This is an optimization exercise on Yosys and OpenROAD, whose aim is small area, not a production implementation. Function was checked by simulation only, so behaviour that the tests miss may differ from the original. The clock input has no modelled driver; a real chip could not lean on it and would need a root buffer or a full tree. No activity file was given, so power comes from the tool's default toggle rates.

## north
// pdl
module pdl
#(
          parameter N = 20,
          parameter OUT_NUM = 8
)
(
      input [N-1:0] wb,
      input [N-1:0] dl,
      input clk,
      input reset,
      input trigger,
      output reg delay_out
);
Size: ~190 cells after synthesis, roughly 44 I/O pins, ~0.0022 mm^2 of cells after synthesis.
clock: 10.0 ns
lec_check: 0
cap_margin: 20
core_margin: 2
core_utilization: 70
place_density: 0.92
slew_margin: 20
synth_netlist_files: /design/flow/flow/pdl_netlist.v
buffer_ports_args: -buffer_cell sky130_fd_sc_hd__buf_1
post_cts_tcl: /design/flow/flow/post_cts.tcl
standard.sh (not shown) runs the stock make flow with config.mk's settings and CLKGATE_MAP_FILE= SYNTH_SCRIPT=/design/flow/synth_recipe.tcl, a recipe that flattens the netlist after the stock synthesis.
==> flow/flow/run.sh <==
#!/bin/bash
# ORFS flow with three changes:
#  - synthesis takes the hand-mapped netlist flow/pdl_netlist.v (registers
#    named and typed as the standard synthesis of rtl/pdl.v names them);
#  - port buffers use the smallest buffer cell (buf_1);
#  - after CTS, the clock tree is rebuilt as 2-4 leaf buffers fed directly
#    from the clock port (flow/kbuf_auto.tcl), without TritonCTS's dummy loads.
set -e
HERE=$(pwd)
cp config.mk config_orig.log
cat >> config.mk <<EOT
export SYNTH_NETLIST_FILES = $HERE/flow/pdl_netlist.v
export BUFFER_PORTS_ARGS = -buffer_cell sky130_fd_sc_hd__buf_1
export POST_CTS_TCL = $HERE/flow/post_cts.tcl
EOT
export KB_TARGET=0.115
bash standard.sh > standard.log 2>&1
==> flow/flow/kbuf_auto.tcl <==
source [file join [file dirname [info script]] kbuf_lib.tcl]
set ::kb_sizes {sky130_fd_sc_hd__clkbuf_1 sky130_fd_sc_hd__clkbuf_2 sky130_fd_sc_hd__clkbuf_4 sky130_fd_sc_hd__clkbuf_8 sky130_fd_sc_hd__clkbuf_16}
set ::kb_target [expr {[info exists ::env(KB_TARGET)] ? $::env(KB_TARGET) : 0.115}]
proc kb_leaf_slew {k} {
  set worst 0
  foreach p [get_pins -of_objects [get_nets clknet_leaf_$k]] {
    if {[get_property $p direction] ne "input"} continue
    foreach prop {slew_max_rise slew_max_fall} { set s [get_property $p $prop]; if {$s > $worst} { set worst $s } }
  }
  return $worst
}
proc kb_size {K} {
  global kb_sizes kb_target
  set idx {}
  for {set k 0} {$k < $K} {incr k} { lappend idx 0; replace_cell [get_cells clkbuf_leaf_$k] [lindex $kb_sizes 0] }
  while 1 {
    estimate_parasitics -placement
    set changed 0
    for {set k 0} {$k < $K} {incr k} {
      if {[kb_leaf_slew $k] > $kb_target} {
        set i [lindex $idx $k]
        if {$i + 1 >= [llength $kb_sizes]} { return 1e9 }
        incr i; lset idx $k $i
        replace_cell [get_cells clkbuf_leaf_$k] [lindex $kb_sizes $i]
        set changed 1
      }
    }
    if {!$changed} break
  }
  set area 0
  for {set k 0} {$k < $K} {incr k} { set area [expr {$area + [[[ord::get_db] findMaster [lindex $kb_sizes [lindex $idx $k]]] getWidth]}] }
  puts "kbuf: K=$K sizes=[lmap i $idx {lindex $kb_sizes $i}] width=$area"
  return $area
}
set best_k 0; set best_a 1e18
foreach K {2 3 4} {
  kb_build $K sky130_fd_sc_hd__clkbuf_2 none
  set a [kb_size $K]
  if {$a < $best_a} { set best_a $a; set best_k $K }
}
puts "kbuf: choosing K=$best_k"
kb_build $best_k sky130_fd_sc_hd__clkbuf_2 none
kb_size $best_k
Other scripts of this flow, unchanged in this note and not shown: flow/flow/kbuf_lib.tcl, flow/flow/pdl_netlist.v, flow/flow/post_cts.tcl
[inputs] south vs north
- changing CORE_UTILIZATION from 70 to 60
- changing PLACE_DENSITY from 0.92 to 0.7
For source-to-sink clock delay at the later pin of the worst-skew pair, north and south come out practically identical. Measured against south, the sum of net half-perimeters after detailed placement of north comes out at 1.09 times the reference value. Between south and north, the global routing usage on met3 is higher for north. Changes observed in south relative to north: maximum single-stage delay on the critical path now sits at about the same level, total routing resource utilization after global routing went down by 6.8 points, transition time at the pin with the least slew margin shows a reduction of 0.056 ns, clock network fraction of design power +2.1 points, combinational cell fraction of total power has decreased. south against north: final design instance area without fill now sits at about the same level, upper clock frequency limit up 0.39%.
Edits applied to the flow inputs when going from south to east:
- changing CORE_UTILIZATION from 60 to 70
- changing PLACE_DENSITY from 0.7 to 0.8
-- flow/flow/run.sh --
<<< south, line 16
export KB_TARGET=0.115
>>> east, line 16
export KB_TARGET=0.12
--- outcome ---
In the tables for south and east, fraction of power consumed by the clock network reads lower with east.
Summary — die area, east relative to south: lower, by 13%.
From east to south, count of boundary I/O pins did not move at all.
Compared with south, east ends up with less cell area.
### east -> west
-- flow/flow/run.sh --
<<< east, line 16
export KB_TARGET=0.12
>>> west, line 16
export KB_TARGET=0.115
Results
- west reached the final stage; the timing, DRC and antenna checks on its layout passed.
- First-pass GRT wire length delta (east -> west): insignificant
- Taking east as the reference point, the switching power as a share of total power of west falls by 0.29 points.
- On share of the clock period used by the worst path, west and east are basically level.
- On sum of internal, switching and leakage power: west sits above east.
- Taking east as the reference, in west final cell count now larger; global-route usage over all layers now smaller; post-detailed-routing wire length comparable; met2 track demand over resource in global routing now smaller.
- Summary of west over east: worst hold slack -0.0046 ns, finished layout cell area +7.5 um^2, routing usage on met1 -0.43 points.
No run of this note takes its clock network from TritonCTS; it comes from the design's own scripts or RTL.

## what the ideal ports hide
Ports are ideal in the flow. The routed layouts listed here were re-timed in OpenROAD. Step 1 sets driving cells, clkbuf_16 on the clock port and buf_2 on the other inputs (assumed; they add their load-dependent delay and slew). Step 2 adds t to the input delays and takes it off the output delays; t is the mean of the earliest and latest rising clock arrival at the registers after step 1. Input paths then give back, and output paths get back, about the clock's delay inside the block. Three values: ideal, step 1, step 2; two values: the first two.
run	shift t [ns]	setup slack, ns	hold WS [ns]	worst setup path after step 2
north	0.201	0.215 / 0.240 / 0.039	0.370 / 0.370 / 0.370	input to register
south	0.196	0.253 / 0.276 / 0.080	0.355 / 0.355 / 0.355	input to register
east	0.204	0.238 / 0.259 / 0.056	0.362 / 0.362 / 0.362	input to register
west	0.202	0.244 / 0.269 / 0.067	0.358 / 0.358 / 0.358	input to register
After both steps every run listed still meets setup and hold. The setup slack of east, which loses most, moves by +0.021 ns with the drivers and by -0.182 ns with both steps.
